From an optimization exercise on the open Yosys and OpenROAD flow, aimed at small area and a short achievable clock period; shortcuts taken in it are not production practice. The RTL was checked by simulation tests, not by an equivalence proof against the original design. Power figures rest on the tool's default switching activity, not on a simulated workload.

==> design.v <==
`timescale 1ns / 1ps
module full_adder(a,b,cin,cout,s);
input a;
input b;
input cin;
output cout;
output s;
xor xor1(x1, a, b);
xor xor2(s, x1, cin);
and and1(a1, x1, cin);
and and2(a2, a, b);
or or1(cout, a1, a2);
endmodule
`timescale 1ns / 1ps
module unsigned_add(OUT, Cout, A, B, Cin);
	input [15:0] A, B;
	input Cin;
	output [15:0] OUT;
	output Cout;
	wire [14:0] carry;
	full_adder 	fa1 				(A[0], 		B[0], 		Cin, 				carry[0], 		OUT[0]);
	full_adder 	fa_	[1:14] 	(A[14:1], 	B[14:1], 	carry[13:0], 	carry[14:1], 	OUT[14:1]);
	full_adder 	fa16 				(A[15], 		B[15], 		carry[14], 		Cout, 			OUT[15]);
endmodule
`timescale 1ns / 1ps
module twos_comp(OUT, Cout, overflow, A, B, sub_en);
	input [15:0] A, B;
	input sub_en;
	output [15:0] OUT;
	output Cout, overflow;
	wire [15:0] w;
	wire [14:0] c;
	assign w[15:0] = {16{sub_en}} ^ B[15:0];
	full_adder	FADD15 			(A[15],   w[15],   c[14],   Cout_buf,    OUT[15]);
	full_adder  FADD_	 [14:1] 	(A[14:1], w[14:1], c[13:0], c[14:1], OUT[14:1]);
	full_adder	FADD0				(A[0],    w[0],    sub_en,  c[0],    OUT[0]);
	xor	(overflow_buf, Cout, c[14]);
	xor   (Cout, Cout_buf, sub_en);
	xor 	(overflow, overflow_buf, sub_en);
endmodule
`timescale 1ns / 1ps
module comparator(IN, lt, gt, eq);
	input [15:0] IN; 
	output lt, gt, eq;
	nor nor1(eq, IN[0],IN[1],IN[2],IN[3],IN[4],IN[5],IN[6],IN[7],IN[8],IN[9],IN[10],IN[11],IN[12],IN[13],IN[14],IN[15]);
	not n1 (in_msb_not, IN[15]);
	not n2 (lt, in_msb_not);
	not n3 (noteq, eq);
	and a1 (gt, noteq, in_msb_not);
endmodule
`timescale 1ns / 1ps
module and_16bit(OUT, A, B);
	input  [15:0] A, B;
	output [15:0] OUT;
	assign OUT = A & B;
endmodule
`timescale 1ns / 1ps
module or_16bit(OUT, A, B);
	input  [15:0] A, B;
	output [15:0] OUT;
	assign OUT = A | B;
endmodule
`timescale 1ns / 1ps
module mux2_1bit(A, B, sel, OUT);
	input A, B, sel;
	output OUT;
	wire c, d;
	not 	NOT1 	(sel_n, sel);
	nand 	NA1	(c, A, sel_n);
	nand 	NA2	(d, B, sel);
	nand 	NA3	(OUT, c, d);
endmodule
`timescale 1ns / 1ps
module mux2_4bit (A, B, sel, OUT);
	input [3:0] A, B;
	input sel;
	output [3:0] OUT;
	mux2_1bit	MUX2_ 	[3:0] (A[3:0], B[3:0], sel, OUT[3:0]);
endmodule
`timescale 1ns / 1ps
module mux2_16bit(A, B, sel, OUT);
	input [15:0] A;
	input [15:0] B;
	input sel;
	output [15:0] OUT;
	mux2_1bit	mux1 	(A[0],	B[0],		sel,	OUT[0]);
	mux2_1bit 	mux2 	(A[1],	B[1],		sel, 	OUT[1]);
	mux2_1bit 	mux3 	(A[2],	B[2],		sel, 	OUT[2]);
	mux2_1bit 	mux4 	(A[3],	B[3],		sel, 	OUT[3]);
	mux2_1bit 	mux5 	(A[4],	B[4],		sel, 	OUT[4]);
	mux2_1bit 	mux6 	(A[5],	B[5],		sel, 	OUT[5]);
	mux2_1bit 	mux7 	(A[6],	B[6],		sel, 	OUT[6]);
	mux2_1bit 	mux8 	(A[7],	B[7],		sel, 	OUT[7]);
	mux2_1bit 	mux9 	(A[8],	B[8],		sel, 	OUT[8]);
	mux2_1bit 	mux10	(A[9],	B[9],		sel, 	OUT[9]);
	mux2_1bit 	mux11	(A[10],	B[10],	sel, 	OUT[10]);
	mux2_1bit 	mux12	(A[11],	B[11],	sel, 	OUT[11]);
	mux2_1bit 	mux13	(A[12],	B[12],	sel, 	OUT[12]);
	mux2_1bit 	mux14	(A[13],	B[13],	sel, 	OUT[13]);
	mux2_1bit 	mux15	(A[14],	B[14],	sel, 	OUT[14]);
	mux2_1bit 	mux16	(A[15],	B[15],	sel, 	OUT[15]);
endmodule
`timescale 1ns / 1ps
module mux8_1bit(in, sel, out);
	input [7:0] in;
	input [2:0] sel;
	output out;
	wire [5:0] temp;
	mux2_1bit mux1 (in[7],   in[6],   sel[0], temp[5]);
	mux2_1bit mux2 (in[5],   in[4],   sel[0], temp[4]);
	mux2_1bit mux3 (in[3],   in[2],   sel[0], temp[3]);
	mux2_1bit mux4 (in[1],   in[0],   sel[0], temp[2]);
	mux2_1bit mux5 (temp[5], temp[4], sel[1], temp[1]);
	mux2_1bit mux6 (temp[3], temp[2], sel[1], temp[0]);
	mux2_1bit mux7 (temp[1], temp[0], sel[2], out);
endmodule
`timescale 1ns / 1ps
module mux8_16bit(A, B, C, D, E, F, G, H, sel, out);
	input [15:0] A, B, C, D, E, F, G, H;
	input [2:0] sel;
	wire [15:0] i, j, k, l, m, n;
	output [15:0] out;
	mux2_16bit mux16_1 (A, B, sel[0], i);
	mux2_16bit mux16_2 (C, D, sel[0], j);
	mux2_16bit mux16_3 (E, F, sel[0], k);
	mux2_16bit mux16_4 (G, H, sel[0], l);
	mux2_16bit mux16_5 (i, j, sel[1], m);
	mux2_16bit mux16_6 (k, l, sel[1], n);
	mux2_16bit mux16_7 (m, n, sel[2], out);
endmodule
`timescale 1ns / 1ps
module mux16_16bit(OUT, SEL, A, B, C, D, E, F, G, H, I, J, K ,L, M, N, O, P);
	input [15:0] A, B, C, D, E, F, G, H, I, J, K, L, M, N, O, P;
	input [3:0]  SEL;
	output [15:0] OUT;
	wire [15:0] w0, w1;
	mux8_16bit	MUX1 	(A, B, C, D, E, F, G, H, SEL[2:0], w0);
	mux8_16bit 	MUX2	(I, J, K, L, M, N, O, P, SEL[2:0], w1);
	mux2_16bit	MUX3	(w0, w1, SEL[3], OUT);
endmodule
`timescale 1ns / 1ps
module demux16_1bit(s,out);
	input [3:0] s;
	output [15:0] out;
	not not1 (ns0, s[0]);
	not not2 (ns1, s[1]);
	not not3 (ns2, s[2]);
	not not4 (ns3, s[3]);
	and and0  (out[15], s[0], s[1], s[2], s[3]);
	and and1  (out[14], ns0,  s[1], s[2], s[3]);
	and and2  (out[13], s[0], ns1,  s[2], s[3]);
	and and3  (out[12], ns0,  ns1,  s[2], s[3]);
	and and4  (out[11], s[0], s[1], ns2,  s[3]);
	and and5  (out[10], ns0,  s[1], ns2,  s[3]);
	and and6  (out[9],  s[0], ns1,  ns2,  s[3]);
	and and7  (out[8],  ns0,  ns1,  ns2,  s[3]);
	and and8  (out[7],  s[0], s[1], s[2], ns3);
	and and9  (out[6],  ns0,  s[1], s[2], ns3);
	and and10 (out[5],  s[0], ns1,  s[2], ns3);
	and and11 (out[4],  ns0,  ns1,  s[2], ns3);
	and and12 (out[3],  s[0], s[1], ns2,  ns3);
	and and13 (out[2],  ns0,  s[1], ns2,  ns3);
	and and14 (out[1],  s[0], ns1,  ns2,  ns3);
	and and15 (out[0],  ns0,  ns1,  ns2,  ns3);
endmodule
`timescale 1ns / 1ps
module d_ff_beh (clk, D, Q, nClear);
	input clk, D, nClear;
	output reg Q;
	always @(posedge clk or negedge nClear)
	begin
		if (~nClear) 
			Q<=0; 
		else 
			Q<=D;
	end
endmodule
`timescale 1ns / 1ps
module reg_16bit(clk, IN, OUT, nClear);
	input clk, nClear;
	input [15:0] IN;
	output [15:0] OUT;
	d_ff_beh dff_ [15:0](clk, IN[15:0], OUT[15:0], nClear);
endmodule
`timescale 1ns / 1ps
module prog_count(PC, PC_next, clk, nClear);
	input 			clk, nClear;
	input  [15:0] 	PC_next;
	output [15:0] 	PC;
	d_ff_beh 		DFF		[15:0]	(clk, PC_next[15:0], PC[15:0], nClear);	
endmodule
`timescale 1ns / 1ps
module sign_extend(IN, OUT);
	input [3:0] IN;
	output [15:0] OUT;
	assign OUT[15:4] = {12{IN[3]}};
	assign OUT[3:0] = IN[3:0];
endmodule
`timescale 1ns / 1ps
module control (opcode,RegDst,Jump,Branch,MemRead,MemToReg,ALUop,MemWrite,ALUsrc,RegWrite);
	input [3:0] opcode;
	output reg RegDst, Jump, Branch, MemRead, MemToReg,
			MemWrite, ALUsrc, RegWrite;
	output reg [2:0] ALUop;
	always @(opcode) begin
		case (opcode)
			4'h2: begin  
					RegDst<=1;
					Jump<=0;
					Branch<=0;
					MemRead<=0;
					MemToReg<=0;
					ALUop<=3'b011;
					MemWrite<=0;
					ALUsrc<=0;
					RegWrite<=1;
			end
			4'h3: begin  
					RegDst<=0;
					Jump<=0;
					Branch<=0;
					MemRead<=0;
					MemToReg<=0;
					ALUop<=3'b011;
					MemWrite<=0;
					ALUsrc<=1;
					RegWrite<=1;
			end
			4'h6: begin  
					RegDst<=1;
					Jump<=0;
					Branch<=0;
					MemRead<=0;
					MemToReg<=0;
					ALUop<=3'b100;
					MemWrite<=0;
					ALUsrc<=0;
					RegWrite<=1;
			end
			4'h0: begin  
					RegDst<=1;
					Jump<=0;
					Branch<=0;
					MemRead<=0;
					MemToReg<=0;
					ALUop<=3'b000;
					MemWrite<=0;
					ALUsrc<=0;
					RegWrite<=1;
			end
			4'h1: begin  
					RegDst<=1;
					Jump<=0;
					Branch<=0;
					MemRead<=0;
					MemToReg<=0;
					ALUop<=3'b001;
					MemWrite<=0;
					ALUsrc<=0;
					RegWrite<=1;
			end
			4'h7: begin  
					RegDst<=1;
					Jump<=0;
					Branch<=0;
					MemRead<=0;
					MemToReg<=0;
					ALUop<=3'b101;
					MemWrite<=0;
					ALUsrc<=0;
					RegWrite<=1;
			end
			4'h8: begin  
					RegDst<=0;
					Jump<=0;
					Branch<=0;
					MemRead<=1;
					MemToReg<=1;
					ALUop<=3'b011;
					MemWrite<=0;
					ALUsrc<=1;
					RegWrite<=1;
			end
			4'hA: begin  
					RegDst<=0;
					Jump<=0;
					Branch<=0;
					MemRead<=0;
					MemToReg<=0;
					ALUop<=3'b011;
					MemWrite<=1;
					ALUsrc<=1;
					RegWrite<=0;
			end
			4'hE: begin  
					RegDst<=0;
					Jump<=0;
					Branch<=1;
					MemRead<=0;
					MemToReg<=0;
					ALUop<=3'b000;
					MemWrite<=0;
					ALUsrc<=0;
					RegWrite<=0;
			end
			4'hF: begin  
					RegDst<=0;
					Jump<=1;
					Branch<=0;
					MemRead<=0;
					MemToReg<=0;
					ALUop<=3'b000;
					MemWrite<=0;
					ALUsrc<=0;
					RegWrite<=0;
			end
			default: begin
					RegDst<=0;
					Jump<=0;
					Branch<=0;
					MemRead<=0;
					MemToReg<=0;
					ALUop<=3'b000;
					MemWrite<=0;
					ALUsrc<=0;
					RegWrite<=0;
			end
		endcase
	end
endmodule
`timescale 1ns / 1ps
module alu(A, B, Cin, opcod, OUT, Cout, overflow, lt, gt, eq);
	input [15:0] A, B;
	input [2:0] opcod;
	input Cin;
	output [15:0] OUT;
	output Cout, overflow, lt, gt, eq;
	wire [15:0] and_out, or_out, u_add_out, s_add_out, s_sub_out;
	wire nul=0;
	wire hi =1;
	wire [15:0] zero16 = 0;
	and_16bit 		AND 	(and_out, A, B);
	or_16bit			OR 	(or_out,  A, B);
	unsigned_add	UADD 	(u_add_out, Cout_1, A, B, Cin);
	twos_comp		TCadd	(s_add_out, Cout_2, overflow_2, A, B, nul);
	twos_comp		TCsub	(s_sub_out, Cout_3, overflow_3, A, B, hi);
	comparator		COMP 	(s_sub_out, lt, gt, eq);
	mux8_16bit		MUX1 	(and_out, or_out, u_add_out, s_add_out, s_sub_out, {15'b0, lt}, zero16, zero16, 	opcod, OUT);
	mux8_1bit		MUX2 	({nul,    nul,    Cout_1,    Cout_2,    Cout_3,    nul,  nul, 	nul}, 	opcod, Cout);
	mux8_1bit 		MUX3	({nul,    nul,    nul,       overflow_2,overflow_3,nul,  nul,  nul},  	opcod, overflow);
endmodule
`timescale 1ns / 1ps
module reg_file_struct(A, B, Aaddr, Baddr, Caddr, C, load, nClear, clk);
	input  [3:0] 	Aaddr, Baddr, Caddr;
	input  [15:0] 	C;
	input 			load, nClear, clk;
	output [15:0]	A, B;
	wire [15:0] demux_out;
	wire [15:0] load_out;
	wire [15:0] load_mux_out1,  load_mux_out2,  load_mux_out3,  load_mux_out4,
					load_mux_out5,  load_mux_out6,  load_mux_out7,  load_mux_out8,
					load_mux_out9,  load_mux_out10, load_mux_out11, load_mux_out12,
					load_mux_out13, load_mux_out14, load_mux_out15, load_mux_out16;
	wire [15:0] reg1_out,  reg2_out,  reg3_out,  reg4_out,  reg5_out,  reg6_out,
					reg7_out,  reg8_out,  reg9_out,  reg10_out, reg11_out, reg12_out,
					reg13_out, reg14_out, reg15_out, reg16_out;
	wire [15:0] reg1_in,   reg2_in,   reg3_in,   reg4_in,   reg5_in,  reg6_in,
					reg7_in,   reg8_in,   reg9_in,   reg10_in,  reg11_in, reg12_in,
					reg13_in,  reg14_in,  reg15_in,  reg16_in;
	demux16_1bit	DEMUX					(Caddr, demux_out);
	assign load_out[15:0] = {16{load}} & demux_out[15:0];
	mux2_16bit		MUX_LOAD1	(reg1_out,  C, load_out[0],  load_mux_out1),
						MUX_LOAD2	(reg2_out,  C, load_out[1],  load_mux_out2),
						MUX_LOAD3	(reg3_out,  C, load_out[2],  load_mux_out3),
						MUX_LOAD4	(reg4_out,  C, load_out[3],  load_mux_out4),
						MUX_LOAD5	(reg5_out,  C, load_out[4],  load_mux_out5),
						MUX_LOAD6	(reg6_out,  C, load_out[5],  load_mux_out6),
						MUX_LOAD7	(reg7_out,  C, load_out[6],  load_mux_out7),
						MUX_LOAD8	(reg8_out,  C, load_out[7],  load_mux_out8),
						MUX_LOAD9	(reg9_out,  C, load_out[8],  load_mux_out9),
						MUX_LOAD10	(reg10_out, C, load_out[9],  load_mux_out10),
						MUX_LOAD11	(reg11_out, C, load_out[10], load_mux_out11),
						MUX_LOAD12	(reg12_out, C, load_out[11], load_mux_out12),
						MUX_LOAD13	(reg13_out, C, load_out[12], load_mux_out13),
						MUX_LOAD14	(reg14_out, C, load_out[13], load_mux_out14),
						MUX_LOAD15	(reg15_out, C, load_out[14], load_mux_out15),
						MUX_LOAD16	(reg16_out, C, load_out[15], load_mux_out16);
	and_16bit		AND1		(reg1_in,  {16{nClear}}, load_mux_out1),
						AND2		(reg2_in,  {16{nClear}}, load_mux_out2),
						AND3		(reg3_in,  {16{nClear}}, load_mux_out3),
						AND4		(reg4_in,  {16{nClear}}, load_mux_out4),
						AND5		(reg5_in,  {16{nClear}}, load_mux_out5),
						AND6		(reg6_in,  {16{nClear}}, load_mux_out6),
						AND7		(reg7_in,  {16{nClear}}, load_mux_out7),
						AND8		(reg8_in,  {16{nClear}}, load_mux_out8),
						AND9		(reg9_in,  {16{nClear}}, load_mux_out9),
						AND10		(reg10_in, {16{nClear}}, load_mux_out10),
						AND11		(reg11_in, {16{nClear}}, load_mux_out11),
						AND12		(reg12_in, {16{nClear}}, load_mux_out12),
						AND13		(reg13_in, {16{nClear}}, load_mux_out13),
						AND14		(reg14_in, {16{nClear}}, load_mux_out14),
						AND15		(reg15_in, {16{nClear}}, load_mux_out15),
						AND16		(reg16_in, {16{nClear}}, load_mux_out16);
	reg_16bit		REG1		(clk, reg1_in,  reg1_out,  nClear),
						REG2		(clk, reg2_in,  reg2_out,  nClear),
						REG3		(clk, reg3_in,  reg3_out,  nClear),
						REG4		(clk, reg4_in,  reg4_out,  nClear),
						REG5		(clk, reg5_in,  reg5_out,  nClear),
						REG6		(clk, reg6_in,  reg6_out,  nClear),
						REG7		(clk, reg7_in,  reg7_out,  nClear),
						REG8		(clk, reg8_in,  reg8_out,  nClear),
						REG9		(clk, reg9_in,  reg9_out,  nClear),
						REG10		(clk, reg10_in, reg10_out, nClear),
						REG11		(clk, reg11_in, reg11_out, nClear),
						REG12		(clk, reg12_in, reg12_out, nClear),
						REG13		(clk, reg13_in, reg13_out, nClear),
						REG14		(clk, reg14_in, reg14_out, nClear),
						REG15		(clk, reg15_in, reg15_out, nClear),
						REG16		(clk, reg16_in, reg16_out, nClear);
	mux16_16bit		MUXA		(A, Aaddr, reg1_out, reg2_out, reg3_out, reg4_out, reg5_out, reg6_out, reg7_out, reg8_out, reg9_out, reg10_out, reg11_out, reg12_out, reg13_out, reg14_out, reg15_out, reg16_out);
	mux16_16bit		MUXB		(B, Baddr, reg1_out, reg2_out, reg3_out, reg4_out, reg5_out, reg6_out, reg7_out, reg8_out, reg9_out, reg10_out, reg11_out, reg12_out, reg13_out, reg14_out, reg15_out, reg16_out);
endmodule
`timescale 1ns / 1ps
module reg_data_mem (data_out, addr, data_in, MemWrite, MemRead, clk);
	input  [15:0] 	addr;
	input  [15:0] 	data_in;
	input 			MemWrite, MemRead, clk;
	output [15:0]	data_out;
	wire [15:0] demux_out, load_out, A;
	wire [15:0] reg1_out,  reg2_out,  reg3_out,  reg4_out,  reg5_out,  reg6_out,
					reg7_out,  reg8_out,  reg9_out,  reg10_out, reg11_out, reg12_out,
					reg13_out, reg14_out, reg15_out, reg16_out;
	wire [15:0] reg1_in,   reg2_in,   reg3_in,   reg4_in,   reg5_in,  reg6_in,
					reg7_in,   reg8_in,   reg9_in,   reg10_in,  reg11_in, reg12_in,
					reg13_in,  reg14_in,  reg15_in,  reg16_in;
	wire hi=1;
	demux16_1bit	DEMUX					(addr[3:0], demux_out);
	assign load_out[15:0] = {16{MemWrite}} & demux_out[15:0];
	mux2_16bit		MUX_LOAD1	(reg1_out,  data_in, load_out[0],  reg1_in),
						MUX_LOAD2	(reg2_out,  data_in, load_out[1],  reg2_in),
						MUX_LOAD3	(reg3_out,  data_in, load_out[2],  reg3_in),
						MUX_LOAD4	(reg4_out,  data_in, load_out[3],  reg4_in),
						MUX_LOAD5	(reg5_out,  data_in, load_out[4],  reg5_in),
						MUX_LOAD6	(reg6_out,  data_in, load_out[5],  reg6_in),
						MUX_LOAD7	(reg7_out,  data_in, load_out[6],  reg7_in),
						MUX_LOAD8	(reg8_out,  data_in, load_out[7],  reg8_in),
						MUX_LOAD9	(reg9_out,  data_in, load_out[8],  reg9_in),
						MUX_LOAD10	(reg10_out, data_in, load_out[9],  reg10_in),
						MUX_LOAD11	(reg11_out, data_in, load_out[10], reg11_in),
						MUX_LOAD12	(reg12_out, data_in, load_out[11], reg12_in),
						MUX_LOAD13	(reg13_out, data_in, load_out[12], reg13_in),
						MUX_LOAD14	(reg14_out, data_in, load_out[13], reg14_in),
						MUX_LOAD15	(reg15_out, data_in, load_out[14], reg15_in),
						MUX_LOAD16	(reg16_out, data_in, load_out[15], reg16_in);
	reg_16bit		DREG1		(clk, reg1_in,  reg1_out,  hi),
						DREG2		(clk, reg2_in,  reg2_out,  hi),
						DREG3		(clk, reg3_in,  reg3_out,  hi),
						DREG4		(clk, reg4_in,  reg4_out,  hi),
						DREG5		(clk, reg5_in,  reg5_out,  hi),
						DREG6		(clk, reg6_in,  reg6_out,  hi),
						DREG7		(clk, reg7_in,  reg7_out,  hi),
						DREG8		(clk, reg8_in,  reg8_out,  hi),
						DREG9		(clk, reg9_in,  reg9_out,  hi),
						DREG10	(clk, reg10_in, reg10_out, hi),
						DREG11	(clk, reg11_in, reg11_out, hi),
						DREG12	(clk, reg12_in, reg12_out, hi),
						DREG13	(clk, reg13_in, reg13_out, hi),
						DREG14	(clk, reg14_in, reg14_out, hi),
						DREG15	(clk, reg15_in, reg15_out, hi),
						DREG16	(clk, reg16_in, reg16_out, hi);
	mux16_16bit		MUX_OUT	(A, addr[3:0], reg1_out, reg2_out, reg3_out, reg4_out, reg5_out, reg6_out, reg7_out, reg8_out, reg9_out, reg10_out, reg11_out, reg12_out, reg13_out, reg14_out, reg15_out, reg16_out);
	and_16bit 		AND_OUT	(data_out, {16{MemRead}}, A);
endmodule
`timescale 1ns / 1ps
module mcu_single_cycle(clk, nClear, instr_in, pc_out, write_back_data);
	input clk, nClear;
	input [15:0] instr_in;
	output [15:0] pc_out;
	output [15:0] write_back_data;
	wire [15:0] INSTR, PC, PC_next, PC_plus1;
	wire [15:0] b_mux_out, alu_mux_out;
	wire [3:0]  reg_mux_out;
	wire [15:0] sign_ext_out, branch_addr;
	wire [15:0] data1, data2, write_back_data;
	wire [15:0] alu_out;
	wire [2:0]  ALUop;
	wire [15:0] data_out;
	wire nul=0;
	wire Cin=0;
	prog_count				PCount	(PC, PC_next, clk, nClear);
	unsigned_add			PCadd		(PC_plus1, , 16'b1, PC, nul);
	assign INSTR = instr_in;
	assign pc_out = PC;
	control 					CNTRL		(INSTR[15:12],RegDst,Jump,Branch,MemRead,MemToReg,ALUop,MemWrite,ALUsrc,RegWrite);
	sign_extend				SE			(INSTR[3:0], sign_ext_out);
	unsigned_add			TCadd		(branch_addr, , PC_plus1, sign_ext_out, nul);
	and									(b_mux_sel, Branch, ~E);
	mux2_16bit				B_mux		(PC_plus1, branch_addr, b_mux_sel, b_mux_out);
	mux2_16bit				J_mux		(b_mux_out, {PC_plus1[15:12], INSTR[11:0]}, Jump, PC_next);
	mux2_4bit				MUX_REG	(INSTR[7:4], INSTR[3:0], RegDst, reg_mux_out);
	reg_file_struct 		REG		(data1, data2, INSTR[11:8], INSTR[7:4], reg_mux_out, write_back_data, RegWrite, nClear, clk);
	mux2_16bit				MUX_ALU	(data2, sign_ext_out, ALUsrc, alu_mux_out);
	alu						ALU		(data1, alu_mux_out, Cin, ALUop, alu_out, Cout, V, L, G, E);
	reg_data_mem			DMem		(data_out, alu_out, data2, MemWrite, MemRead, clk);
	mux2_16bit				DOutMux	(alu_out, data_out, MemToReg, write_back_data);
endmodule
==> run.sh <==
#!/bin/bash
# synth_recipe.tcl (not shown) runs the flow's synth.tcl, then flattens the netlist and writes it again
# the make line also repeats each setting of config.mk as NAME=value (left out here)
make -C /OpenROAD-flow-scripts/flow DESIGN_CONFIG=/design/flow/config.mk WORK_HOME=/design/flow/orfs CLKGATE_MAP_FILE= SYNTH_SCRIPT=/design/flow/synth_recipe.tcl finish
==> config.mk <==
export PLATFORM = sky130hd
export DESIGN_NAME = mcu_single_cycle
export DESIGN_NICKNAME = mcu_single_cycle
export VERILOG_FILES = /design/flow/design.v
export SDC_FILE = /design/flow/constraint.sdc
export NUM_CORES = 4
export LEC_CHECK = 0
export CAP_MARGIN = 20
export CORE_MARGIN = 2
export CORE_UTILIZATION = 40
export PLACE_DENSITY = 0.6
export SETUP_SLACK_MARGIN = 1.5
export SLEW_MARGIN = 20
==> constraint.sdc <==
create_clock -name core_clock -period 16.0 [get_ports {clk}]
set_input_delay 3.2000 -clock core_clock [delete_from_list [all_inputs] [get_ports {clk}]]
set_output_delay 3.2000 -clock core_clock [all_outputs]
set_load 0.01 [all_outputs]
==> flow_summary_export.csv, run 1 <==
group,metric,value,unit
setup_path,critPathTopFamily,"adder cells",
setup_path,worst_ep_arrival_time,11.82,ns
setup_path,slowest_stage,"sky130_fd_sc_hd__mux4_2",
floorplan,die_span_in_y,270.4,um
setup_path,required_time_at_the_endpoint_of_the_critical_path,12.80,ns
power_and_ir_drop,leakagePower,12.71,nW
global_route,antenna_found_initial,1,
floorplan,start_util,40.47,%
synthesis,synth_cell_type_count,91,
setup_path,worst_setup_path_start_kind,"input pin",
layout,utilization,47.08,%
floorplan,ioPinCount,50,
drt,antenna_left,0,
synthesis,yosys-top-cells-area,"sky130_fd_sc_hd__edfxtp_1, sky130_fd_sc_hd__dfrtp_1, sky130_fd_sc_hd__mux4_2, sky130_fd_sc_hd__nand3_1, sky130_fd_sc_hd__fa_1",
layout,finalNonFillerCells,3361,
place,dp_hpwl,57100,um
sta,final_max_slew_viol_count,0,
setup_path,setup.worst_path.end_class,"output port",
global_route,grt_total_usage,24.29,%
place,place_inst,3187,
clock_network,holdBufCountCts,0,
layout,nNetsFinal,2484,
synthesis,syn_inst,2344,
floorplan,die-width,270.4,um
drt,drt-pass1-iter-count,6,
synthesis,synth_area,28390,um^2
power_and_ir_drop,cellPowerDensity,100.7,nW/um^2
drt,routed_via_density,6.251,
place,buffer_ports.inserted,49,
drt,num_vias,21010,
setup_path,cpPeakStageDelay,0.50,ns
layout,post_route_cells_drive_above_1_share,24.38,%
place,gpl.final_weighted_congestion,0.8652,
layout,areaGrowthSynthToFinish,16.33,%
synthesis,synth_flop_cell,"sky130_fd_sc_hd__dfrtp_1",
sta,finalSetupTns,0,ns
sta,hold_viol,0,
sta,clock_skew,0.02999,ns
drt,routed_wl,89520,um
sta,min_period,15.02,ns
sta,slew_at_the_pin_closest_to_its_max_slew_limit,1.202,ns
global_route,met3_usage,4.054,%
drt,detail_route.drc_violations,0,
synthesis,postSynthNetCount,2452,
sta,setup_viol,0,
synthesis,synth_top_area_share,27.08,%
global_route,grt_most_used_layer,"met2",
sta,fin_crit_sh,93.90,%
setup_path,worstPathMaxFanout,6,
run,max-cap-violations,0,
clock_network,worst_skew_pair.late_latency,0.63,ns
global_route,grt_util_met2,39.78,%
drt,drt_first_iter_violations,2266,
global_route,maximum_number_of_pins_on_one_net_before_global_route_repair,267,
synthesis,synth_area_per_cell,12.11,um^2
global_route,grt_pass1_vias,20769,
floorplan,rows,97,
drt,average_wire_per_cell_in_the_routed_design,26.64,um
layout,filler_cell_count,6290,
floorplan,design.die.area,73120,um^2
global_route,met1_usage,31.72,%
global_route,global_route.overflow_total,0,
status,run_status,"finished clean",
clock_network,number_of_clock_buffers_inserted_by_tritoncts,54,
synthesis,synth_seq_cells,528,
sta,maxClockFrequency,66.56,MHz
power_and_ir_drop,ir_worst_vdd,0.08513,mV
clock_network,tritoncts,"yes",
synthesis,warnings_from_yosys,33,
setup_path,setup.worst_path.class,"in2out",
sta,relSlewSlack,19.67,%
clock_network,htree_levels,2,
synthesis,synth_top_cell_by_area,"sky130_fd_sc_hd__edfxtp_1",
clock_network,cts_sink_cnt,528,
global_route,grt_first_pass_wirelength,134600,um
hold_path,hold_class,"reg2reg",
clock_network,cts.path.max_buffers,3,
floorplan,core_area,70150,um^2
setup_path,most_frequent_cell_on_the_critical_path,"sky130_fd_sc_hd__fa_2",
clock_network,cts-root-buf,"sky130_fd_sc_hd__clkbuf_16",
setup_path,cp_num_buf_inv,8,
clock_network,clk_pin_slew_worst_paths,0.06,ns
synthesis,number_of_enable_flip_flop_cells_after_synthesis,256,
sta,rsz0062_at_grt,"yes",
synthesis,asyncSetResetFlopFracSynth,51.52,%
synthesis,seq_area_frac_synth,51.05,%
## stage by stage
step	hold slack, ns	instance area [um^2]	setup slack [ns]	total power (W)
2_1_floorplan	0.4890	28730	1.066	0.001861
3_3_place_gp	0.5032	29800	0.2252	0.002000
3_5_place_dp	0.5195	29840	0.1985	0.002018
4_1_cts	0.5346	32460	0.8764	0.003312
5_1_grt	0.5561	33030	0.7845	0.003446
6_report	0.5349	33030	0.9759	0.003327
## placed cells by master (no fill, tap or decap), types with 61 or more instances in the layout
master                     synthesis  final
sky130_fd_sc_hd__dfrtp_1         272    272
sky130_fd_sc_hd__edfxtp_1        256    256
sky130_fd_sc_hd__nand3_1         241    237
sky130_fd_sc_hd__nand2_1         178    173
sky130_fd_sc_hd__o21ai_0         160    160
sky130_fd_sc_hd__mux4_2          160    160
sky130_fd_sc_hd__buf_4            51    111
sky130_fd_sc_hd__nor2_1          123    106
sky130_fd_sc_hd__o21ai_1          99     97
sky130_fd_sc_hd__mux2i_1          75     67
sky130_fd_sc_hd__a21oi_1          70     63
sky130_fd_sc_hd__inv_1            67     61
## worst register-to-register path: stages (launching register included)
cell,delay [ns]
sky130_fd_sc_hd__dfrtp_1,0.42
sky130_fd_sc_hd__mux4_2,0.49
sky130_fd_sc_hd__mux4_2,0.51
sky130_fd_sc_hd__mux2i_2,0.21
sky130_fd_sc_hd__inv_1,0.10
sky130_fd_sc_hd__ha_2,0.20
sky130_fd_sc_hd__fa_2,0.36
sky130_fd_sc_hd__fa_2,0.35
sky130_fd_sc_hd__fa_2,0.35
sky130_fd_sc_hd__fa_2,0.34
sky130_fd_sc_hd__fa_2,0.34
sky130_fd_sc_hd__fa_2,0.34
sky130_fd_sc_hd__fa_2,0.36
sky130_fd_sc_hd__fa_2,0.35
sky130_fd_sc_hd__fa_2,0.35
sky130_fd_sc_hd__fa_2,0.35
sky130_fd_sc_hd__fa_2,0.37
sky130_fd_sc_hd__fa_2,0.36
sky130_fd_sc_hd__fa_2,0.35
sky130_fd_sc_hd__fa_2,0.38
sky130_fd_sc_hd__xor2_2,0.18
sky130_fd_sc_hd__o2bb2a_4,0.18
sky130_fd_sc_hd__o21a_4,0.16
sky130_fd_sc_hd__buf_12,0.14
sky130_fd_sc_hd__buf_12,0.12
sky130_fd_sc_hd__buf_8,0.10
sky130_fd_sc_hd__nand3_1,0.23
sky130_fd_sc_hd__nor2_2,0.95
## per-layer routing
| layer | vias up | part of all wire [%] |
|---|---|---|
| li1 | 8942 | - |
| met1 | 10790 | 39 |
| met2 | 1013 | 48 |
| met3 | 265 | 7.6 |
| met4 | 0 | 4.7 |
| met5 | - | 0 |
## cell usage after synthesis, drive strengths merged (15+ instances only)
library cell,instances
o221ai,35
a31oi,29
buf,111
nand2,178
a221oi,25
ha,48
dfrtp,272
nand3,242
mux2i,75
fa,42
o21ai,260
a21oi,79
mux4,160
nor2,125
o31ai,16
a211oi,15
and3,16
o22ai,26
edfxtp,256
clkbuf,115
inv,71
## layout make-up
cell class	instances	area (um^2)	area share [%]
inverter	71	266.5	0.8069
clock buffer	73	1473	4.459
timing repair buffer	200	1979	5.993
clock inverter	27	277.8	0.8410
sequential	528	14490	43.89
antenna	1	2.502	0.007577
multi-input combinational	1521	13360	40.45
tap	940	1176	3.561
## worst paths after layout
kind                                              to  depth (start not counted)            startpoint  slack [ns]
worst max-delay path             write_back_data[11]                         33           instr_in[4]        0.98
min in group asynchronous        REG.REG15.dff_[3].Q                          1                nClear        2.52
worst min register to register  REG.REG15.dff_[13].Q                          2  REG.REG15.dff_[13].Q        0.53
worst min-delay path            REG.REG15.dff_[13].Q                          2  REG.REG15.dff_[13].Q        0.53
max in group asynchronous       REG.REG12.dff_[10].Q                          3                nClear       11.97
worst max register to register                  flop                         27    REG.REG3.dff_[0].Q        6.67
## logic make-up (layout without fill, tap and decap cells)
family,after synthesis,in the layout,share of synthesized area (%)
fa+ha+maj,90,90,5.077
compound gates,563,565,13.02
buf+inv,297,371,4.932
xor+xnor,5,5,0.1543
simple gates,620,620,10.16
other cells,0,1,0
flops,528,528,51.05
mux,241,241,15.60
## timing repair
action | CTS | global route
setup endpoints to repair | 16 | 16
buffers inserted | 46 | 18
gates cloned | 4 | 1
gates resized for setup | 144 | 72
pin swaps | 35 | 39
endpoints found under the hold margin | 0 | 0
## power by group
part	switching [W]	internal, W	total, W
clock network	0.000560	0.000714	0.00127
registers	0.0000193	0.00145	0.00147
logic	0.000346	0.000240	0.000586
total	0.000925	0.00240	0.00333
==> run 2: changes to the inputs <==
==> design.v (replaced) <==
`timescale 1ns / 1ps
module mcu_single_cycle(clk, nClear, instr_in, pc_out, write_back_data);
	input clk, nClear;
	input [15:0] instr_in;
	output [15:0] pc_out;
	output [15:0] write_back_data;
	wire [3:0] op = instr_in[15:12];
	wire [3:0] fa = instr_in[11:8];
	wire [3:0] fb = instr_in[7:4];
	wire [3:0] fc = instr_in[3:0];
	wire [15:0] imm = {{12{fc[3]}}, fc};
	wire is_and  = (op == 4'h0);
	wire is_or   = (op == 4'h1);
	wire is_add  = (op == 4'h2);
	wire is_addi = (op == 4'h3);
	wire is_sub  = (op == 4'h6);
	wire is_slt  = (op == 4'h7);
	wire is_lw   = (op == 4'h8);
	wire is_sw   = (op == 4'hA);
	wire is_bne  = (op == 4'hE);
	wire is_jmp  = (op == 4'hF);
	wire reg_write = is_and | is_or | is_add | is_addi | is_sub | is_slt | is_lw;
	wire [3:0] dst = (is_addi | is_lw) ? fb : fc;
	reg [15:0] pc;
	wire [15:0] pc1 = pc + 16'd1;
	wire [15:0] pc_br = pc1 + imm;
	reg [15:0] rf [0:15];
	reg [15:0] valid;
	wire [15:0] ra = valid[fa] ? rf[fa] : 16'd0;
	wire [15:0] rb = valid[fb] ? rf[fb] : 16'd0;
	wire sub = is_sub | is_slt;
	wire [15:0] opb = is_addi ? imm : (sub ? ~rb : rb);
	wire [15:0] sum = ra + opb + {15'd0, sub};
	reg [15:0] dm [0:15];
	wire [3:0] maddr = ra[3:0] + fc;
	wire [15:0] mdata = dm[maddr];
	reg [15:0] wb;
	always @(*) begin
		if (is_lw)       wb = mdata;
		else if (is_and) wb = ra & rb;
		else if (is_or)  wb = ra | rb;
		else if (is_slt) wb = {15'd0, sum[15]};
		else             wb = sum;
	end
	assign write_back_data = wb;
	assign pc_out = pc;
	wire taken = is_bne & (ra != rb);
	wire [15:0] pc_next = is_jmp ? {pc1[15:12], instr_in[11:0]} : (taken ? pc_br : pc1);
	always @(posedge clk or negedge nClear)
		if (!nClear) pc <= 16'd0;
		else pc <= pc_next;
	always @(posedge clk or negedge nClear)
		if (!nClear) valid <= 16'd0;
		else if (reg_write) valid[dst] <= 1'b1;
	always @(posedge clk)
		if (reg_write) rf[dst] <= wb;
	always @(posedge clk)
		if (is_sw) dm[maddr] <= rb;
endmodule
--- a/config.mk
+++ b/config.mk
@@ -11,3 +11,3 @@
 export PLACE_DENSITY = 0.6
-export SETUP_SLACK_MARGIN = 1.5
+export SETUP_SLACK_MARGIN = 5
 export SLEW_MARGIN = 20
==> run 2 against run 1 <==
Compared with the run above: critical path depth is 17 lower; clock skew is 0.012 ns higher; worst hold slack lost 0.049 ns; fmax increased by 37%; via count fell by 29%; non-clock buffer count decreased by 59; total power up 58%; critical path type unchanged; largest cell class unchanged; largest power group is now combinational logic.
==> flow_summary_export.csv, run 2 <==
group,metric,value,unit
place,place_inst,2384,
synthesis,synth_area_per_cell,17.25,um^2
synthesis,seq_area_frac_synth,61.72,%
sta,fin_crit_sh,68.60,%
synthesis,synth_flop_cell,"sky130_fd_sc_hd__edfxtp_1",
synthesis,synth_top_area_share,58.67,%
hold_path,min_path_cells,1,
sta,hold_viol,0,
setup_path,setup.worst_path.class,"in2out",
layout,areaGrowthSynthToFinish,17.30,%
synthesis,synth_top_cell_by_area,"sky130_fd_sc_hd__edfxtp_1",
sta,clock_skew,0.04151,ns
drt,routed_via_density,5.851,
setup_path,required_time_at_the_endpoint_of_the_critical_path,12.80,ns
power_and_ir_drop,ir_worst_vdd,0.1219,mV
floorplan,design.die.area,67580,um^2
sta,relSlewSlack,37.31,%
power_and_ir_drop,leakagePower,10.56,nW
global_route,global_route.overflow_total,0,
run,max-cap-violations,0,
global_route,grt_pass1_vias,15535,
place,dp_hpwl,40870,um
layout,reg_top3,"dm x256, rf x256",
global_route,grt_total_usage,20.54,%
layout,layout.cell_area.non_filler,30740,um^2
floorplan,rows,93,
clock_network,worst_skew_pair.late_latency,0.64,ns
clock_network,htree_levels,2,
synthesis,netlist_top_cells_count,"sky130_fd_sc_hd__edfxtp_1, sky130_fd_sc_hd__mux4_2, sky130_fd_sc_hd__nor2_1, sky130_fd_sc_hd__nand2_1, sky130_fd_sc_hd__ha_1",
sta,finalWorstSetupSlack,5.024,ns
layout,post_route_cells_drive_above_1_share,30.20,%
global_route,met1_usage,27.19,%
clock_network,tritoncts,"yes",
layout,most_common_cell_after_layout_fill_and_taps_aside,"sky130_fd_sc_hd__edfxtp_1",
drt,antenna_left,0,
status,run_status,"finished clean",
floorplan,start_util,40.58,%
sta,final_max_slew_viol_count,0,
global_route,met3_usage,3.947,%
setup_path,internal_reg_to_reg_setup_slack,11.16,ns
synthesis,number_of_enable_flip_flop_cells_after_synthesis,512,
setup_path,regToRegStartpoint,"valid[12]",
synthesis,asyncSetResetFlopFracSynth,5.882,%
setup_path,worst-r2r-cell-count,17,
sta,maxClockFrequency,91.11,MHz
global_route,grt_first_pass_wirelength,101800,um
hold_path,timing.hold.worst.start,"valid[4]",
setup_path,setup.worst_path.end_class,"output port",
setup_path,crit-reg2reg-capture,"rf[1][12]",
sta,slew_at_the_pin_closest_to_its_max_slew_limit,0.9381,ns
clock_network,number_of_clock_buffers_inserted_by_tritoncts,58,
place,placement.cell_area,27930,um^2
drt,average_wire_per_cell_in_the_routed_design,26.83,um
setup_path,worstPathMaxFanout,17,
layout,mostFrequentLayoutCells,"sky130_fd_sc_hd__edfxtp_1, sky130_fd_sc_hd__mux4_2, sky130_fd_sc_hd__nand2_1",
synthesis,yosys-top-cells-area,"sky130_fd_sc_hd__edfxtp_1, sky130_fd_sc_hd__mux4_2, sky130_fd_sc_hd__ha_1, sky130_fd_sc_hd__dfrtp_1, sky130_fd_sc_hd__xnor2_1",
sta,min_period,10.98,ns
setup_path,slowest_stage,"sky130_fd_sc_hd__clkdlybuf4s50_1",
setup_path,worst_setup_path_start_kind,"input pin",
drt,detail_route.drc_violations,0,
synthesis,syn_inst,1519,
sta,setup_viol,0,
synthesis,post-synth-top-count-cell,"sky130_fd_sc_hd__edfxtp_1",
synthesis,synth_cell_type_count,55,
setup_path,cp_num_buf_inv,2,
global_route,grt_most_used_layer,"met2",
clock_network,cts.path.max_buffers,3,
drt,routed_wl,68080,um
setup_path,critPathTopFamily,"buffers and inverters",
setup_path,worst_ep_arrival_time,7.78,ns
power_and_ir_drop,cellPowerDensity,170.6,nW/um^2
clock_network,clk_pin_slew_worst_paths,0.06,ns
layout,antenna-diode-count,0,
sta,rsz0062_at_grt,"yes",
place,place_ws,3.234,ns
global_route,grt_util_met2,34.06,%
floorplan,die-width,260.0,um
setup_path,critical_path.cell_chain,"clkdlybuf4s50_1 -> nor2b_2 -> nand2_4 -> xnor2_1 -> a21oi_1 -> fa_2 -> fa_1 -> a21o_1 -> a211oi_2 -> o211ai_1 -> nand2_1 -> o2111a_1 -> xnor2_1 -> a21oi_1 -> nor2_4 -> clkdlybuf4s50_1",
drt,drt-pass1-iter-count,7,
layout,finalNonFillerCells,2537,
hold_path,hold_class,"reg2reg",
setup_path,cpPeakStageDelay,0.68,ns
clock_network,holdBufCountCts,0,
synthesis,postSynthNetCount,1610,
drt,drt_first_iter_violations,1270,
synthesis,synth_seq_cells,544,
place,buffer_ports.inserted,49,
clock_network,cts_sink_cnt,544,
clock_network,cts-root-buf,"sky130_fd_sc_hd__clkbuf_16",
floorplan,core_area,64580,um^2
drt,num_vias,14844,
place,gpl.final_weighted_congestion,0.9151,
floorplan,die_span_in_y,260.0,um
hold_path,worstHoldEndpoint,"valid[4]",
global_route,maximum_number_of_pins_on_one_net_before_global_route_repair,39,
global_route,antenna_found_initial,0,
layout,nNetsFinal,1724,
sta,finalSetupTns,0,ns
synthesis,synth_area,26210,um^2
synthesis,warnings_from_yosys,1,
floorplan,ioPinCount,50,
run 2: cell families (layout without fill, tap and decap cells):
kind of cell             after synthesis  after routing  share of synthesized area (%)
flip-flops                           544            544                          61.72
multiplexers                         269            269                          21.56
AND/OR/NAND/NOR                      246            246                          4.273
AO/OA/AOI/OAI                        196            196                          4.927
buffers and inverters                135            298                          2.043
adder cells (fa/ha/maj)               73             73                          3.600
XOR/XNOR                              56             56                          1.872
run 2: what timing repair did:
item,CTS,global route
pin swaps,10,7
endpoints found under the hold margin,0,0
buffers inserted,17,17
gates resized for setup,71,26
gates cloned,9,0
endpoints found under the setup margin,16,15
run 2: worst max-delay path by stage:
stage	start	endpoint	slack [ns]	depth (start not counted)
finish	instr_in[14]	write_back_data[14]	5.02	16
global route	instr_in[14]	write_back_data[6]	4.82	17
CTS	instr_in[9]	write_back_data[13]	4.99	15
detailed placement	instr_in[5]	write_back_data[12]	3.23	18
global placement	instr_in[5]	write_back_data[12]	3.29	18
floorplan	instr_in[5]	write_back_data[12]	4.96	18
run 2: area by class of cell:
class | instances | area [um^2]
multi-input combinational | 840 | 9807
inverter | 48 | 180.2
clock buffer | 70 | 1496
timing repair buffer | 141 | 1649
tap | 855 | 1070
sequential | 544 | 16180
clock inverter | 39 | 361.6
fill | 5398 | 33840
run 2: stage by stage:
step                power (W)  hold WS [ns]  util [%]
floorplan            0.003105        0.4387         -
global placement     0.003715        0.4654     43.24
detailed placement   0.003751        0.4704     43.24
CTS                  0.005205        0.4832     47.24
global route         0.005492        0.5000     47.60
finish               0.005243        0.4860     47.60
run 2: report_power, final:
group	internal [W]	switching (W)	total, W
Combinational	0.000875	0.00110	0.00198
Clock	0.000750	0.000565	0.00131
Sequential	0.00189	0.0000594	0.00195
run 2: metal layers:
metal / vias to the layer above / wire length (um)
met2: 509 / 33740
met3: 138 / 4237
met5: - / 0
li1: 6444 / -
met1: 7753 / 27970
met4: 0 / 2133
==> run 3: changes to the inputs <==
--- a/config.mk
+++ b/config.mk
@@ -11,3 +11,3 @@
 export PLACE_DENSITY = 0.6
-export SETUP_SLACK_MARGIN = 5
+export SETUP_SLACK_MARGIN = 1.5
 export SLEW_MARGIN = 20
==> run 3 against run 2 <==
Compared with the run above: still clean; fmax decreased by 14%; cell area shrank 2.7%; routed wire length decreased by 1.7%; clock skew down 0.019 ns; largest cell class unchanged; largest power group is now sequential cells.
==> flow_summary_export.csv, run 3 <==
group,metric,value,unit
layout,mostFrequentLayoutCells,"sky130_fd_sc_hd__edfxtp_1, sky130_fd_sc_hd__mux4_2, sky130_fd_sc_hd__nand2_1",
setup_path,worst_setup_path_start_kind,"input pin",
setup_path,worst_ep_arrival_time,9.55,ns
clock_network,number_of_clock_buffers_inserted_by_tritoncts,57,
power_and_ir_drop,total_power_consumption_of_the_routed_design,0.005102,W
drt,routed_wl,66950,um
clock_network,cts_sink_cnt,544,
synthesis,postSynthNetCount,1610,
sta,fin_crit_sh,79.69,%
synthesis,synth_cell_type_count,55,
setup_path,critical_path.cell_chain,"buf_4 -> buf_4 -> mux4_2 -> mux2_2 -> o211ai_1 -> inv_1 -> ha_4 -> fa_2 -> buf_4 -> mux4_2 -> mux4_2 -> a22o_1 -> clkdlybuf4s50_1",
setup_path,crit-reg2reg-capture,"rf[5][13]",
setup_path,worstPathMaxFanout,47,
synthesis,post-synth-top-count-cell,"sky130_fd_sc_hd__edfxtp_1",
setup_path,required_time_at_the_endpoint_of_the_critical_path,12.80,ns
floorplan,die_span_in_y,260.0,um
synthesis,synth_area_per_cell,17.25,um^2
drt,drt-pass1-iter-count,5,
sta,finalSetupTns,0,ns
place,gpl.final_weighted_congestion,0.8217,
global_route,antenna_found_initial,0,
global_route,grt_first_pass_wirelength,99750,um
drt,drt_first_iter_violations,1374,
drt,detail_route.drc_violations,0,
drt,routed_via_density,5.888,
floorplan,design.die.area,67580,um^2
setup_path,worst-r2r-cell-count,10,
drt,average_wire_per_cell_in_the_routed_design,26.81,um
status,run_status,"finished clean",
place,dp_hpwl,41020,um
synthesis,synth_area,26210,um^2
clock_network,cts.path.max_buffers,3,
setup_path,setup.worst_path.end_class,"output port",
hold_path,hold_class,"reg2reg",
power_and_ir_drop,share_seq_of_total_power,38.3,%
run,max-cap-violations,0,
place,buffer_ports.inserted,49,
layout,nNetsFinal,1686,
floorplan,ioPinCount,50,
hold_path,min_path_cells,1,
power_and_ir_drop,cellPowerDensity,170.7,nW/um^2
synthesis,warnings_from_yosys,1,
clock_network,postCtsSetupBuffers,0,
setup_path,internal_reg_to_reg_setup_slack,10.12,ns
layout,most_common_cell_after_layout_fill_and_taps_aside,"sky130_fd_sc_hd__edfxtp_1",
power_and_ir_drop,switching_power,0.001668,W
clock_network,tritoncts,"yes",
sta,setup_viol,0,
clock_network,post_cts.resized_instances,0,
clock_network,worst_skew_pair.late_latency,0.62,ns
global_route,grt_pass1_vias,15249,
drt,antenna_left,0,
power_and_ir_drop,ir_worst_vdd,0.08856,mV
synthesis,synth_flop_cell,"sky130_fd_sc_hd__edfxtp_1",
sta,slew_at_the_pin_closest_to_its_max_slew_limit,1.031,ns
setup_path,cpPeakStageDelay,0.94,ns
sta,final_max_slew_viol_count,0,
setup_path,slowest_stage,"sky130_fd_sc_hd__fa_2",
synthesis,number_of_enable_flip_flop_cells_after_synthesis,512,
global_route,maximum_number_of_pins_on_one_net_before_global_route_repair,48,
synthesis,yosys-top-cells-area,"sky130_fd_sc_hd__edfxtp_1, sky130_fd_sc_hd__mux4_2, sky130_fd_sc_hd__ha_1, sky130_fd_sc_hd__dfrtp_1, sky130_fd_sc_hd__xnor2_1",
floorplan,die-width,260.0,um
synthesis,synth_top_cell_by_area,"sky130_fd_sc_hd__edfxtp_1",
sta,relSlewSlack,31.04,%
clock_network,cts-root-buf,"sky130_fd_sc_hd__clkbuf_16",
power_and_ir_drop,clockPowerShare,26.8,%
sta,worst_hold_slack,0.4775,ns
layout,areaGrowthSynthToFinish,14.07,%
global_route,met3_usage,3.801,%
synthesis,seq_area_frac_synth,61.72,%
layout,antenna-diode-count,0,
synthesis,syn_inst,1519,
synthesis,synth_seq_cells,544,
global_route,met1_usage,27.51,%
layout,post_route_cells_drive_above_1_share,27.47,%
global_route,global_route.overflow_total,0,
hold_path,worstHoldEndpoint,"valid[6]",
setup_path,regToRegStartpoint,"valid[11]",
sta,maxClockFrequency,78.43,MHz
sta,min_period,12.75,ns
clock_network,holdBufCountCts,0,
synthesis,asyncSetResetFlopFracSynth,5.882,%
sta,hold_viol,0,
power_and_ir_drop,power.share.combinational,35.0,%
global_route,grt_most_used_layer,"met2",
synthesis,synth_top_area_share,58.67,%
sta,clock_skew,0.02266,ns
setup_path,setup.worst_path.class,"in2out",
global_route,grt_util_met2,32.91,%
global_route,grt_total_usage,20.04,%
power_and_ir_drop,p_int,0.003434,W
floorplan,rows,93,
power_and_ir_drop,p_sw_share,32.70,%
sta,rsz0062_at_grt,"no",
power_and_ir_drop,leakagePower,10.10,nW
layout,reg_top3,"dm x256, rf x256",
synthesis,netlist_top_cells_count,"sky130_fd_sc_hd__edfxtp_1, sky130_fd_sc_hd__mux4_2, sky130_fd_sc_hd__nor2_1, sky130_fd_sc_hd__nand2_1, sky130_fd_sc_hd__ha_1",
floorplan,core_area,64580,um^2
clock_network,clk_pin_slew_worst_paths,0.06,ns
floorplan,start_util,40.58,%
drt,num_vias,14703,
clock_network,htree_levels,2,
hold_path,timing.hold.worst.start,"valid[6]",
[run 3: how the worst max path moves through the flow]
stage                            from                  end  slack, ns  depth (start not counted)
after floorplan           instr_in[4]  write_back_data[12]       4.35                         18
after global placement    instr_in[8]  write_back_data[15]       3.05                         14
after detailed placement  instr_in[4]  write_back_data[12]       2.86                         17
after CTS                 instr_in[4]  write_back_data[12]       2.87                         17
after global routing      instr_in[8]  write_back_data[15]       2.90                         14
final                     instr_in[8]  write_back_data[13]       3.25                         13
[run 3: stage by stage]
step | area, um^2 | worst slack [ns] | cells | util (%)
4_1_cts | 29890 | 2.871 | 2497 | 46.28
3_3_place_gp | 27960 | 3.053 | 2391 | 43.30
2_1_floorplan | 26210 | 4.349 | 1519 | -
5_1_grt | 29890 | 2.899 | 2497 | 46.29
3_5_place_dp | 27960 | 2.863 | 2391 | 43.30
6_report | 29890 | 3.250 | 2497 | 46.29
[run 3: area by class of cell]
type	instances	area (um^2)
multi-input cells	840	9668
clock inverters	41	469.2
fillers	5466	34690
repair buffers	104	875.8
well taps	855	1070
inverters	48	180.2
clock buffers	65	1456
flip-flops and latches	544	16180
[run 3: worst max-delay path: cells and delay by family]
kind	cells	cell delay, ns
mux	4	1.77
fa+ha+maj	2	1.15
compound gates	2	0.86
buf+inv	5	2.46
[run 3: per-layer routing]
metal  vias up  routed length, um
li1       6371                  -
met1      7687              28330
met2       539              32360
met3       106               4759
met4         0               1501
met5         -                  0
[run 3: power groups by stage]
stage | combinational [W] | clock [W] | sequential (W)
finish | 0.00178 | 0.00136 | 0.00195
global route | 0.00195 | 0.00144 | 0.00196
CTS | 0.00179 | 0.00139 | 0.00195
detailed placement | 0.00179 | 0 | 0.00198
global placement | 0.00176 | 0 | 0.00198
floorplan | 0.00113 | 0 | 0.00197
[run 3: cells by family (layout without fill, tap and decap cells)]
| kind of cell | count (synthesis) | count (layout) | share of synthesized area, % |
|---|---|---|---|
| flops | 544 | 544 | 61.72 |
| mux | 269 | 269 | 21.56 |
| simple gates | 246 | 246 | 4.273 |
| compound gates | 196 | 196 | 4.927 |
| buf+inv | 135 | 258 | 2.043 |
| fa+ha+maj | 73 | 73 | 3.600 |
| xor+xnor | 56 | 56 | 1.872 |
==> run 4: changes to the inputs <==
--- a/design.v
+++ b/design.v
@@ -28,4 +28,14 @@
 	reg [15:0] valid;
-	wire [15:0] ra = valid[fa] ? rf[fa] : 16'd0;
-	wire [15:0] rb = valid[fb] ? rf[fb] : 16'd0;
+	wire [15:0] sel_a = valid & (16'd1 << fa);
+	wire [15:0] sel_b = valid & (16'd1 << fb);
+	reg [15:0] ra, rb;
+	integer i;
+	always @(*) begin
+		ra = 16'd0;
+		rb = 16'd0;
+		for (i = 0; i < 16; i = i + 1) begin
+			ra = ra | ({16{sel_a[i]}} & rf[i]);
+			rb = rb | ({16{sel_b[i]}} & rf[i]);
+		end
+	end
 	wire sub = is_sub | is_slt;
@@ -35,3 +45,10 @@
 	wire [3:0] maddr = ra[3:0] + fc;
-	wire [15:0] mdata = dm[maddr];
+	wire [15:0] sel_m = 16'd1 << maddr;
+	reg [15:0] mdata;
+	integer j;
+	always @(*) begin
+		mdata = 16'd0;
+		for (j = 0; j < 16; j = j + 1)
+			mdata = mdata | ({16{sel_m[j]}} & dm[j]);
+	end
 	reg [15:0] wb;
==> run 4 against run 3 <==
Compared with the run above: still clean; setup slack lost 0.83 ns; register-to-register slack lost 0.38 ns; count of clock-buffer cells in the layout grew 2.
==> flow_summary_export.csv, run 4 <==
group,metric,value,unit
place,buffer_ports.inserted,49,
layout,mostFrequentLayoutCells,"sky130_fd_sc_hd__edfxtp_1, sky130_fd_sc_hd__a22oi_1, sky130_fd_sc_hd__nand2_1",
place,gpl.final_weighted_congestion,0.9031,
floorplan,start_util,40.43,%
synthesis,synth_cell_type_count,79,
global_route,met3_usage,4.340,%
sta,rsz0062_at_grt,"no",
drt,detail_route.drc_violations,0,
global_route,grt_total_usage,25.98,%
sta,clock_skew,0.01762,ns
synthesis,warnings_from_yosys,1,
synthesis,number_of_enable_flip_flop_cells_after_synthesis,512,
sta,min_period,13.58,ns
hold_path,min_path_cells,1,
setup_path,required_time_at_the_endpoint_of_the_critical_path,12.80,ns
clock_network,post_cts.resized_instances,0,
synthesis,yosys-top-cells-area,"sky130_fd_sc_hd__edfxtp_1, sky130_fd_sc_hd__a22oi_1, sky130_fd_sc_hd__ha_1, sky130_fd_sc_hd__dfrtp_1, sky130_fd_sc_hd__nand2_1",
drt,drt_first_iter_violations,2433,
setup_path,worst_setup_path_start_kind,"input pin",
setup_path,critPathTopFamily,"compound AO/OA/AOI/OAI gates",
setup_path,setup.worst_path.class,"in2out",
floorplan,core_area,63080,um^2
floorplan,design.die.area,65800,um^2
setup_path,worst_ep_arrival_time,10.38,ns
synthesis,synth_flop_cell,"sky130_fd_sc_hd__edfxtp_1",
setup_path,internal_reg_to_reg_setup_slack,9.74,ns
setup_path,setup.worst_path.end_class,"output port",
synthesis,synth_area_per_cell,13.08,um^2
clock_network,holdBufCountCts,0,
power_and_ir_drop,leakagePower,10.28,nW
drt,drt-pass1-iter-count,9,
synthesis,synth_top_cell_by_area,"sky130_fd_sc_hd__edfxtp_1",
setup_path,critical_path.cell_chain,"clkdlybuf4s50_1 -> nor2b_1 -> and3_1 -> buf_4 -> a22oi_1 -> nand2_1 -> nor4_1 -> xnor2_1 -> nor2_1 -> a21o_1 -> ha_1 -> a211oi_1 -> o21ai_0 -> a211o_1 -> o311ai_0 -> a21boi_0 -> o21ai_0 -> nor3b_1 -> o32a_1 -> clkdlybuf4s50_1",
synthesis,synth_seq_cells,544,
layout,areaGrowthSynthToFinish,15.32,%
layout,post_route_cells_drive_above_1_share,12.17,%
drt,num_vias,18515,
global_route,grt_first_pass_wirelength,125700,um
drt,routed_via_density,6.384,
drt,average_wire_per_cell_in_the_routed_design,30.18,um
global_route,antenna_found_initial,0,
power_and_ir_drop,cellPowerDensity,162.2,nW/um^2
synthesis,asyncSetResetFlopFracSynth,5.882,%
global_route,grt_most_used_layer,"met2",
layout,reg_top3,"dm x256, rf x256",
global_route,maximum_number_of_pins_on_one_net_before_global_route_repair,42,
global_route,grt_pass1_vias,18101,
clock_network,cts_sink_cnt,544,
layout,antenna-diode-count,0,
global_route,global_route.overflow_total,0,
sta,final_max_slew_viol_count,0,
sta,finalSetupTns,0,ns
status,run_status,"finished clean",
sta,slew_at_the_pin_closest_to_its_max_slew_limit,1.181,ns
global_route,met1_usage,35.85,%
floorplan,ioPinCount,50,
setup_path,cpPeakStageDelay,0.83,ns
synthesis,synth_top_area_share,60.28,%
setup_path,slowest_stage,"sky130_fd_sc_hd__clkdlybuf4s50_1",
sta,maxClockFrequency,73.66,MHz
floorplan,die-width,256.5,um
sta,setup_viol,0,
setup_path,worstPathMaxFanout,17,
place,dp_hpwl,54240,um
clock_network,clk_pin_slew_worst_paths,0.06,ns
run,max-cap-violations,0,
sta,hold_viol,0,
clock_network,number_of_clock_buffers_inserted_by_tritoncts,58,
power_and_ir_drop,ir_worst_vdd,0.1410,mV
clock_network,cts.path.max_buffers,3,
clock_network,cts-root-buf,"sky130_fd_sc_hd__clkbuf_16",
floorplan,rows,92,
drt,routed_wl,87510,um
synthesis,netlist_top_cells_count,"sky130_fd_sc_hd__edfxtp_1, sky130_fd_sc_hd__a22oi_1, sky130_fd_sc_hd__nand2_1, sky130_fd_sc_hd__clkbuf_1, sky130_fd_sc_hd__nor2_1",
drt,antenna_left,0,
sta,fin_crit_sh,84.85,%
floorplan,die_span_in_y,256.5,um
global_route,grt_util_met2,41.04,%
synthesis,syn_inst,1950,
setup_path,cp_num_buf_inv,3,
synthesis,post-synth-top-count-cell,"sky130_fd_sc_hd__edfxtp_1",
synthesis,synth_area,25500,um^2
synthesis,postSynthNetCount,2041,
clock_network,htree_levels,2,
clock_network,postCtsSetupBuffers,0,
setup_path,crit_cells,20,
synthesis,seq_area_frac_synth,63.42,%
clock_network,tritoncts,"yes",
clock_network,worst_skew_pair.late_latency,0.63,ns
hold_path,hold_class,"reg2reg",
layout,nNetsFinal,2096,
sta,relSlewSlack,21.25,%
layout,most_common_cell_after_layout_fill_and_taps_aside,"sky130_fd_sc_hd__edfxtp_1",
setup_path,worst-r2r-cell-count,15,
power_and_ir_drop,total_power_consumption_of_the_routed_design,0.004769,W
## run 4: per-stage QoR
| step | std cells | util [%] | setup WS, ns | area (um^2) | hold slack (ns) |
|---|---|---|---|---|---|
| after floorplan | 1950 | - | 4.983 | 25500 | 0.4554 |
| after global placement | 2789 | 43.28 | 2.540 | 27300 | 0.5506 |
| after detailed placement | 2790 | 43.32 | 2.641 | 27330 | 0.5738 |
| after CTS | 2899 | 46.59 | 2.605 | 29390 | 0.5886 |
| after global routing | 2900 | 46.62 | 1.970 | 29410 | 0.5959 |
| final | 2900 | 46.62 | 2.424 | 29410 | 0.5942 |
## run 4: layer usage
layer / vias to the layer above / part of all wire (%)
met5: - / 0
met4: 0 / 4.4
met3: 276 / 8.7
met2: 1162 / 45
met1: 9249 / 41
li1: 7828 / -
## run 4: report_power, final
part	switching [W]	internal [W]
clock	0.000575	0.000884
combinational	0.000914	0.000512
sequential	0.0000893	0.00180
## run 4: logic make-up after synthesis
group,synth area share [%]
simple gates,9.973
mux,2.737
buf+inv,2.654
fa+ha+maj,3.699
compound gates,15.38
flops,63.42
xor+xnor,2.129
## run 4: worst paths after layout
| check | endpoint | startpoint |
|---|---|---|
| max in group asynchronous | valid[8] | nClear |
| hold reg to reg | valid[11] | valid[11] |
| setup / recovery | write_back_data[0] | instr_in[6] |
| hold / removal | valid[11] | valid[11] |
| setup reg to reg | rf[9][8] | valid[5] |
| min in group asynchronous | pc[8] | nClear |
## run 4: area by class of cell
cell class,instances,area [um^2]
clock buffer,67,1506
fill,5639,33670
timing repair buffer,122,1040
tap,846,1059
sequential,544,16180
multi-input combinational,1234,8909
clock inverter,42,553.0
inverter,45,168.9

re-timing with driven ports:
The flow's constraints put no driver on any port. The routed layouts listed below were extracted and timed again, unchanged, in two steps. Step 1, drivers: a clkbuf_16 drives clk and a buf_2 each remaining input, both assumed. Step 2 adds t to the input delays and takes it off the output delays; t is the mean of the earliest and latest rising clock arrival at the registers after step 1. Input paths then give back, and output paths get back, about the clock's delay inside the block. Slacks: no drivers / after step 1 / after step 2; pairs: no drivers / after step 1.
run	shift t [ns]	slack for setup (ns)	clock arrival spread, ns	worst data-port slew with drivers (ns)
run 1	0.684	0.976 / 0.914 / 0.914	0.032 / 0.032	0.17
run 2	0.678	5.024 / 4.861 / 4.861	0.042 / 0.042	0.17
run 3	0.671	3.250 / 3.221 / 3.221	0.023 / 0.022	0.05
run 4	0.680	2.424 / 2.400 / 2.400	0.018 / 0.019	0.06
After both steps setup and hold are still met in every run listed. For run 2, which loses most, drivers alone change the setup slack by -0.163 ns; drivers and shift together by -0.163 ns.
